Background: an optimization exercise with open tools, aiming at small area and a short achievable clock period. Do not read the settings as production practice.
Where RTL was checked, it was by simulation tests only, not by an equivalence proof against the original.
No functional check of the RTL was part of run 2.
Power and IR drop assume default switching activity.

`constraint.sdc`:
```
create_clock -name core_clock -period 4.2 [get_ports {clk}]
set_input_delay 0.8400 -clock core_clock [delete_from_list [all_inputs] [get_ports {clk}]]
set_output_delay 0.8400 -clock core_clock [all_outputs]
set_load 0.01 [all_outputs]
```
`run.sh`:
```
#!/bin/bash
# synth_recipe.tcl (not shown) runs the flow's synth.tcl, then flattens the netlist and writes it again
# the make line also repeats each setting of config.mk as NAME=value (left out here)
make -C /OpenROAD-flow-scripts/flow DESIGN_CONFIG=/design/flow/config.mk WORK_HOME=/design/flow/orfs CLKGATE_MAP_FILE= SYNTH_SCRIPT=/design/flow/synth_recipe.tcl finish
```
`design.v`:
```
module mac(
  input clk,
  input rst,
  input signed [7:0] in_a,
  input signed [7:0] in_b,
  output logic signed [15:0] out);
  logic [7:0] reg_a;
  logic [7:0] reg_b;
  logic [15:0] reg_c;
  always@(posedge clk) begin
    if (rst) begin
      reg_a <= 8'h00;
      reg_b <= 8'h00;
    end
    else begin
      reg_a <= in_a;
      reg_b <= in_b;
    end
  end
  always@(posedge clk) begin
    if (rst) begin
      reg_c <= 16'h0000;
    end
    else begin
      reg_c <= (reg_a*reg_b) + reg_c;
    end
  end  
  assign out = reg_c;
endmodule
```
`config.mk`:
```
export PLATFORM = sky130hd
export DESIGN_NAME = mac
export DESIGN_NICKNAME = mac
export VERILOG_FILES = /design/flow/design.v
export SDC_FILE = /design/flow/constraint.sdc
export NUM_CORES = 4
export LEC_CHECK = 0
export CAP_MARGIN = 20
export CORE_MARGIN = 2
export CORE_UTILIZATION = 40
export SLEW_MARGIN = 20
```
==> results of run 1 <==
logic make-up (layout without fill, tap and decap cells):
group           after synthesis  in the layout
simple gates                127            127
buf+inv                     102            151
fa+ha+maj                    85             85
flops                        32             32
compound gates               27             27
xor+xnor                      6              6
mux                           2              2
sequential cells by signal (all words and copies together) (netlist names):
name / flops
reg_b: 8
reg_a: 8
reg_c: 16
metal layers:
layer  share of wire  wire, um  vias up
li1                -         -     1233
met1            0.50      3561     1190
met2            0.46      3286       30
met3           0.023       167        7
met4           0.015       106        0
met5               0         0        -
stage by stage:
stage          std cells  utilization
6_report             535       0.5073
5_1_grt              535       0.5073
4_1_cts              533       0.4918
3_5_place_dp         525       0.4788
3_3_place_gp         525       0.4788
2_1_floorplan        381            -
critical path, stage by stage, from the launching register on:
cell     delay [ns]
dfxtp_4        0.38
and2_1         0.18
fa_1           0.58
fa_1           0.47
fa_1           0.55
inv_1          0.05
fa_1           0.53
inv_1          0.07
ha_4           0.27
nand4_1        0.14
nor2_2         0.15
a21oi_2        0.10
or4_1          0.47
nand4_1        0.08
power breakdown:
| part | leakage (nW) | switching (mW) | total, mW | internal (mW) |
|---|---|---|---|---|
| combinational | 1.67 | 0.513 | 0.987 | 0.474 |
| clock | 0.0455 | 0.124 | 0.258 | 0.134 |
| sequential | 0.273 | 0.0512 | 0.412 | 0.361 |
| total | 1.99 | 0.688 | 1.66 | 0.969 |
cell usage after synthesis, drive strengths merged, types with 2 or more instances:
cell / instances
nand3: 5
ha: 35
xnor2: 3
and2: 35
a21oi: 12
mux2: 2
nand4: 2
nor2: 15
or4: 2
fa: 50
buf: 2
nand4b: 2
xor2: 3
o21ai: 5
dfxtp: 32
clkbuf: 2
nor3: 2
inv: 98
nand2: 32
nor3b: 2
a211oi: 2
nor2b: 24
cell type report:
cell class | instances | area, um^2
timing repair buffer | 45 | 420.4
tap | 105 | 131.4
multi-input combinational | 247 | 2492
clock buffer | 8 | 90.09
fill | 792 | 4069
inverter | 98 | 367.9
sequential | 32 | 686.9
repair_timing:
action,CTS,global route
pin swaps,0,11
hold buffers,0,0
endpoints found under the hold margin,0,0
endpoints found under the setup margin,4,6
gates resized for setup,12,28
cloned,0,0
buffers inserted,0,2
worst max path at each step:
stage | startpoint | to | slack, ns | cells past startpoint
after floorplan | reg_a[2]$_SDFF_PP0_ | reg_c[13]$_SDFF_PP0_ | 0.27 | 14
after global placement | reg_b[5]$_SDFF_PP0_ | reg_c[13]$_SDFF_PP0_ | -0.11 | 14
after detailed placement | reg_b[5]$_SDFF_PP0_ | reg_c[13]$_SDFF_PP0_ | -0.13 | 14
after CTS | reg_b[5]$_SDFF_PP0_ | reg_c[13]$_SDFF_PP0_ | -0.004 | 14
after global routing | reg_b[2]$_SDFF_PP0_ | reg_c[14]$_SDFF_PP0_ | -0.05 | 14
final | reg_a[3]$_SDFF_PP0_ | reg_c[14]$_SDFF_PP0_ | 0.12 | 13
==> summary.md, run 1 <==
| Metric | Value |
|---|---|
| Final setup violation count | `0` |
| Clock Pin Slew Worst Setup and Hold Paths | `0.07 ns` |
| Gr ovfl total | `0` |
| Post-Syn Area | `3433 um^2` |
| Arr. time, crit path | `4.31 ns` |
| H-tree depth | `2` |
| Post-synthesis async set-or-reset flop share | `0` |
| Mapped Nets | `484` |
| Final Critical Period | `4.075 ns` |
| Compound-cell area share of the yosys netlist | `0.05831` |
| Initial antenna violation count | `0` |
| Post-Synth Adder-Cell Area | `0.4191` |
| Area growth syn-to-layout | `22.01%` |
| EDFF count, synth | `0` |
| Mux cell area share after synthesis | `0.007653` |
| Total number of vias | `2460` |
| Fin. max-slew vios | `0` |
| Largest net degree at the start of global routing | `22` |
| 1st-iter DRT viols | `54` |
| CP Launch Type | `flip-flop` |
| CTS tree | `yes` |
| Final hold violation count | `0` |
| Slack of the worst reg-to-reg path | `0.12 ns` |
| Number of nets in the layout | `532` |
| Root buffer cell | `clkbuf_8` |
| Pwr/cell area | `395.7 nW/um^2` |
| GR Util met3 | `0.02962` |
| Crit Path Max Fanout | `8` |
| Met1 layer usage reported by global route | `0.2352` |
| Clk latency of the worst-skew pair | `0.29 ns` |
| GR peak layer | `met2` |
| RR Endpoint | `reg_c[14]$_SDFF_PP0_` |
| Leakage | `1.987 nW` |
| CP Capture Type | `flip-flop` |
| Synthesized instance count | `381` |
| Hpwl dp | `5978 um` |
| CP Class | `reg2reg` |
| Vias in the first global route | `2581` |
| Core Region | `8258 um^2` |
| Final wirelength | `7122 um` |
| Worst hold stages | `2` |
| First-pass GRT wire length | `12470 um` |
| ANT nets after route | `0` |
| IO Pins | `34` |
| First drt pass iteration count | `4` |
| Full die area | `9340 um^2` |
| Status | `complete, no violations` |
| Final total power | `1.657 mW` |
| Routed len/inst | `13.31 um` |
| Main combinational cell family by area after synthesis | `adder cells` |
| Fin area | `4189 um^2` |
| Chip width | `96.65 um` |
| Area post-placement | `3954 um^2` |
| VDD IR-drop max | `215.4 uV` |
| Share of cells above drive strength 1 | `0.1326` |
| Mean Syn Cell Area | `9.011 um^2` |
| Yosys warning count | `1` |
| Min-delay src | `reg_c[0]$_SDFF_PP0_` |
| F_max | `245.4 MHz` |
| Clock tree sinks | `32` |
| Worst setup margin | `0.1246 ns` |
| PortBufs | `33` |
| Via/cell ratio | `4.598` |
| Worst Path Required | `4.43 ns` |
| Most frequent cells in the layout | `inv_1, fa_1, and2_1` |
| Rows | `33` |
| Total GRT Usage | `0.1641` |
| Hold WC Path Type | `reg2reg` |
| Fin Setup TNS | `0 ns` |
| Reg2reg path depth | `13` |
| Post-synthesis sequential area ratio | `0.1866` |
| Relative slew margins | `0.5041` |
| Yosys top cell area share | `0.2915` |
| Num CTS Buffers | `5` |
| Dpl ws | `-0.1291 ns` |
| Post-synthesis cell type with the largest combined area | `fa_1` |
| Starting Density | `0.4158` |
| Area contributors post-synth | `fa_1, dfxtp_1, ha_1` |
| Post-Synth XOR/XNOR Area | `0.01531` |
| Die Y | `96.65 um` |
| Commonest non-fill, non-tap cell in the layout | `inv_1` |
| Routability cong. | `0.8528` |
| Ys flop type | `dfxtp_1` |
| Slew @ Worst Pin | `0.7416 ns` |
| Hold WS | `0.5967 ns` |
| Clock skew | `0.008756 ns` |
| Post-Synth Simple-Gate Area | `0.2012` |
| Number of max-cap violations | `0` |
| Post-route DRC violation count | `0` |
| Reg2reg start | `reg_a[3]$_SDFF_PP0_` |
| Hold Crit Endpoint | `reg_c[0]$_SDFF_PP0_` |
| Cell variety after synth | `43` |
| Antenna Cells | `0` |
| Global routing usage on met2 | `0.2580` |
| Post-route clock period utilization | `0.9703` |
| Worst-case clock buffer depth | `2` |
| Synth Register Bits | `32` |
==> run 2: changes to the inputs <==
==> design.v (replaced) <==
module mac(
  input clk,
  input rst,
  input signed [7:0] in_a,
  input signed [7:0] in_b,
  output logic signed [15:0] out);
  logic [15:0] reg_p;
  logic [15:0] reg_c;
  always @(posedge clk) begin
    if (rst) begin
      reg_p <= 16'h0000;
      reg_c <= 16'h0000;
    end
    else begin
      reg_p <= $unsigned(in_a) * $unsigned(in_b);
      reg_c <= reg_c + reg_p;
    end
  end
  assign out = reg_c;
endmodule
==> summary.md, run 2 <==
| Metric | Value |
|---|---|
| Largest net degree at the start of global routing | `41 (was 22)` |
| Commonest non-fill, non-tap cell in the layout | `inv_1 (unchanged)` |
| Num CTS Buffers | `5 (unchanged)` |
| CP Launch Type | `input pin (was flip-flop)` |
| Worst-case clock buffer depth | `2 (unchanged)` |
| Mux cell area share after synthesis | `0.01840 (was 0.007653)` |
| Hold WC Path Type | `reg2reg (unchanged)` |
| Clock skew | `0.006627 ns (was 0.008756 ns)` |
| CP delay by family, top | `adder cells (unchanged)` |
| Final Critical Period | `4.388 ns (was 4.075 ns)` |
| Pwr/cell area | `512.9 nW/um^2 (was 395.7 nW/um^2)` |
| Final setup violation count | `4 (was 0)` |
| Sequential power share | `0.184 (was 0.249)` |
| Logic pwr share | `0.720 (was 0.596)` |
| EDFF count, synth | `0 (unchanged)` |
| CP Class | `in2reg (was reg2reg)` |
| Storage cell area | `640.6 um^2 (was 686.9 um^2)` |
| Hold buffers post-CTS | `0 (unchanged)` |
| Post-synthesis async set-or-reset flop share | `0 (unchanged)` |
| ANT nets after route | `0 (unchanged)` |
| Worst Path Required | `4.36 ns (was 4.43 ns)` |
| Compound-cell area share of the yosys netlist | `0.1312 (was 0.05831)` |
| Area contributors post-synth | `fa_1, dfxtp_1, ha_1 (unchanged)` |
| IO Pins | `34 (unchanged)` |
| Routed len/inst | `13.06 um (was 13.31 um)` |
| Most frequent cells in the layout | `inv_1, buf_4, ha_1 (was inv_1, fa_1, and2_1)` |
| F_max | `227.9 MHz (was 245.4 MHz)` |
| Main combinational cell family by area after synthesis | `adder cells (unchanged)` |
| Post-Synth Adder-Cell Area | `0.3756 (was 0.4191)` |
| VDD IR-drop max | `235.6 uV (was 215.4 uV)` |
| Die Y | `99.80 um (was 96.65 um)` |
| # fillers | `816 (was 792)` |
| Starting Density | `0.4169 (was 0.4158)` |
| Clock tree sinks | `32 (unchanged)` |
| Share of cells above drive strength 1 | `0.2588 (was 0.1326)` |
| Ys flop type | `dfxtp_1 (unchanged)` |
| Post-Synth XOR/XNOR Area | `0.02386 (was 0.01531)` |
| Buf/Inv on CP | `5 (was 2)` |
| Cell variety after synth | `47 (was 43)` |
| CP Capture Type | `flip-flop (unchanged)` |
| Yosys top cell area share | `0.2018 (was 0.2915)` |
| Final hold violation count | `0 (unchanged)` |
| Synthesized instance count | `416 (was 381)` |
| CP most frequent cell | `fa_1 (unchanged)` |
| Gr ovfl total | `0 (unchanged)` |
| 1st-iter DRT viols | `55 (was 54)` |
| Fin Setup TNS | `-0.4508 ns (was 0 ns)` |
| Relative slew margins | `0.5702 (was 0.5041)` |
| Number of nets in the layout | `615 (was 532)` |
| Antenna Cells | `0 (unchanged)` |
| Area of the multi-input gates | `2987 um^2 (was 2492 um^2)` |
| Total number of vias | `3118 (was 2460)` |
| Routability cong. | `0.8655 (was 0.8528)` |
| Post-Syn Area | `3671 um^2 (was 3433 um^2)` |
| Mapped Nets | `522 (was 484)` |
| Synth Register Bits | `32 (unchanged)` |
| Crit Path Max Fanout | `5 (was 8)` |
| Hpwl dp | `6597 um (was 5978 um)` |
| Sw Share | `0.4210 (was 0.4152)` |
| Post-Synth Simple-Gate Area | `0.2127 (was 0.2012)` |
| Post-route clock period utilization | `1.045 (was 0.9703)` |
| Via/cell ratio | `5.045 (was 4.598)` |
| Area growth syn-to-layout | `32.38% (was 22.01%)` |
| Status | `complete, but fails checks (was complete, no violations)` |
| Post-synthesis cell type with the largest combined area | `fa_1 (unchanged)` |
| Root buffer cell | `clkbuf_8 (unchanged)` |
| Hold WS | `0.5638 ns (was 0.5967 ns)` |
| Vias in the first global route | `3302 (was 2581)` |
| P_sw | `1.049 mW (was 0.6881 mW)` |
| PortBufs | `33 (unchanged)` |
| Clk latency of the worst-skew pair | `0.27 ns (was 0.29 ns)` |
| RSZ-0062 raised after global routing | `yes` |
| Full die area | `9960 um^2 (was 9340 um^2)` |
| Total GRT Usage | `0.1735 (was 0.1641)` |
| Post-synthesis sequential area ratio | `0.1745 (was 0.1866)` |
| Most frequent cell after synthesis | `inv_1 (unchanged)` |
| Leakage | `2.442 nW (was 1.987 nW)` |
| SO Faults | `setup timing` |
| CP Cell Sequence | `buf_8 -> buf_6 -> buf_6 -> and2_4 -> fa_1 -> fa_1 -> fa_1 -> inv_1 -> fa_1 -> inv_1 -> ha_2 -> a21o_1 -> a21o_1 -> a21o_1 -> a41oi_2 -> mux2_4 (was and2_1 -> fa_1 -> fa_1 -> fa_1 -> inv_1 -> fa_1 -> inv_1 -> ha_4 -> nand4_1 -> nor2_2 -> a21oi_2 -> or4_1 -> nand4_1)` |
| Initial antenna violation count | `0 (unchanged)` |
| Final wirelength | `8072 um (was 7122 um)` |
| Slowest CP cell | `fa_1 (unchanged)` |
| Clock Pin Slew Worst Setup and Hold Paths | `0.06 ns (was 0.07 ns)` |
| Arr. time, crit path | `4.55 ns (was 4.31 ns)` |
| First drt pass iteration count | `4 (unchanged)` |
| Most frequent cells after synthesis | `inv_1, ha_1, and2_1 (was inv_1, fa_1, and2_1, ha_1)` |
| Worst setup margin | `-0.1881 ns (was 0.1246 ns)` |
| Utilization after layout | `0.5519 (was 0.5073)` |
| Clock power frac | `0.096 (was 0.156)` |
| Worst path max stage delay | `0.52 ns (was 0.58 ns)` |
| Mean Syn Cell Area | `8.825 um^2 (was 9.011 um^2)` |
| Slew @ Worst Pin | `0.6284 ns (was 0.7416 ns)` |
| Yosys warning count | `1 (unchanged)` |
| CTS tree | `yes (unchanged)` |
| Dpl ws | `-1.033 ns (was -0.1291 ns)` |
| Biggest regs | `reg_c (16), reg_p (16) (was reg_c (16), reg_a (8), reg_b (8))` |
| First-pass GRT wire length | `14430 um (was 12470 um)` |
| Int Pwr | `1.443 mW (was 0.9693 mW)` |
| Fin. max-slew vios | `0 (unchanged)` |
| Core Region | `8806 um^2 (was 8258 um^2)` |
| Rows | `34 (was 33)` |
| Number of max-cap violations | `0 (unchanged)` |
| Chip width | `99.80 um (was 96.65 um)` |
| H-tree depth | `2 (unchanged)` |
| Post-route DRC violation count | `0 (unchanged)` |
==> run 2: cell count changes in the layout (fill, tap and decap cells not counted), moves of 13 or more <==
cell / change
ha_1: +18
fa_1: -15
and2_4: +13
buf_4: +37
clkdlybuf4s50_1: -15
inv_1: -45
dfxtp_1: +15
==> run 2: worst paths after layout <==
| kind | depth (start not counted) | slack [ns] | endpoint | from |
|---|---|---|---|---|
| setup / recovery | 16 | -0.19 | reg_p[12]$_SDFF_PP0_ | in_b[4] |
| hold / removal | 2 | 0.56 | reg_c[0]$_SDFF_PP0_ | reg_p[0]$_SDFF_PP0_ |
| setup reg to reg | 8 | 1.86 | reg_c[14]$_SDFF_PP0_ | reg_c[0]$_SDFF_PP0_ |
| hold reg to reg | 2 | 0.56 | reg_c[0]$_SDFF_PP0_ | reg_p[0]$_SDFF_PP0_ |
==> run 2: cell families after synthesis <==
logic type	after synthesis
AO/OA/AOI/OAI	72
XOR/XNOR	10
adder cells (fa/ha/maj)	88
buffers and inverters	62
flip-flops	32
multiplexers	6
AND/OR/NAND/NOR	146
==> run 2: layout make-up <==
class	instances	area share
Tap cell	108	0.02781
Inverter	56	0.04325
Multi-Input combinational cell	322	0.6146
Sequential cell	32	0.1318
Clock buffer	8	0.01854
Timing Repair Buffer	92	0.1640
==> run 2: per-stage QoR <==
step | power, mW | area, um^2 | instances
floorplan | 1.553 | 3755 | 416
global placement | 2.076 | 4557 | 599
detailed placement | 2.111 | 4557 | 599
CTS | 2.427 | 4782 | 616
global route | 2.744 | 4860 | 618
finish | 2.492 | 4860 | 618
==> run 2: repair_timing <==
action	CTS	global route
gates resized for setup	95	18
setup endpoints to repair	9	7
pin swaps	22	13
setup buffers	9	3
==> run 2: power groups by stage <==
| stage | clock network, mW | logic (mW) | registers [mW] |
|---|---|---|---|
| 2_1_floorplan | 0 | 1.08 | 0.476 |
| 3_3_place_gp | 0 | 1.61 | 0.465 |
| 3_5_place_dp | 0 | 1.65 | 0.466 |
| 4_1_cts | 0.250 | 1.72 | 0.459 |
| 5_1_grt | 0.264 | 2.01 | 0.469 |
| 6_report | 0.240 | 1.79 | 0.459 |
==> run 2: routing by layer <==
| metal | share of wire | vias to the layer above | wire length, um | global-route usage |
|---|---|---|---|---|
| met2 | 0.50 | 39 | 4035 | 0.3243 |
| met5 | 0 | - | 0 | 0 |
| met1 | 0.46 | 1497 | 3737 | 0.2119 |
| met4 | 0.020 | 0 | 160 | 0.04531 |
| li1 | - | 1570 | - | - |
| met3 | 0.017 | 12 | 139 | 0.01880 |
==> run 2: worst reg2reg max path, delay by kind of cell (launching register included) <==
| family | cells | cell delay (ns) |
|---|---|---|
| buf+inv | 1 | 0.06 |
| flops | 1 | 0.33 |
| compound gates | 4 | 1.09 |
| simple gates | 1 | 0.20 |
| fa+ha+maj | 2 | 0.56 |

## re-timing with driven ports
In the flow no input, the clock included, has a driving cell. The finished layouts below were timed again as built, in two steps.
Step 1: set_driving_cell puts a clkbuf_16 on clk and a buf_2 on each other input, an assumption about the parent block.
Step 2 moves the port delays by t, midway between the first and last clock arrival at a register: inputs arrive t later, outputs are due t later. That takes back most of the time a late clock gives input paths.
Three values: ideal, step 1, step 2; two values: the first two.
| run | shift t [ns] | setup slack, ns | pins driven straight from the clock port |
|---|---|---|---|
| run 1 | 0.316 | 0.125 / 0.125 / 0.125 | 1 |
| run 2 | 0.299 | -0.188 / -0.199 / -0.498 | 1 |
For run 2, which loses most, drivers alone change the setup slack by -0.011 ns; drivers and shift together by -0.310 ns.
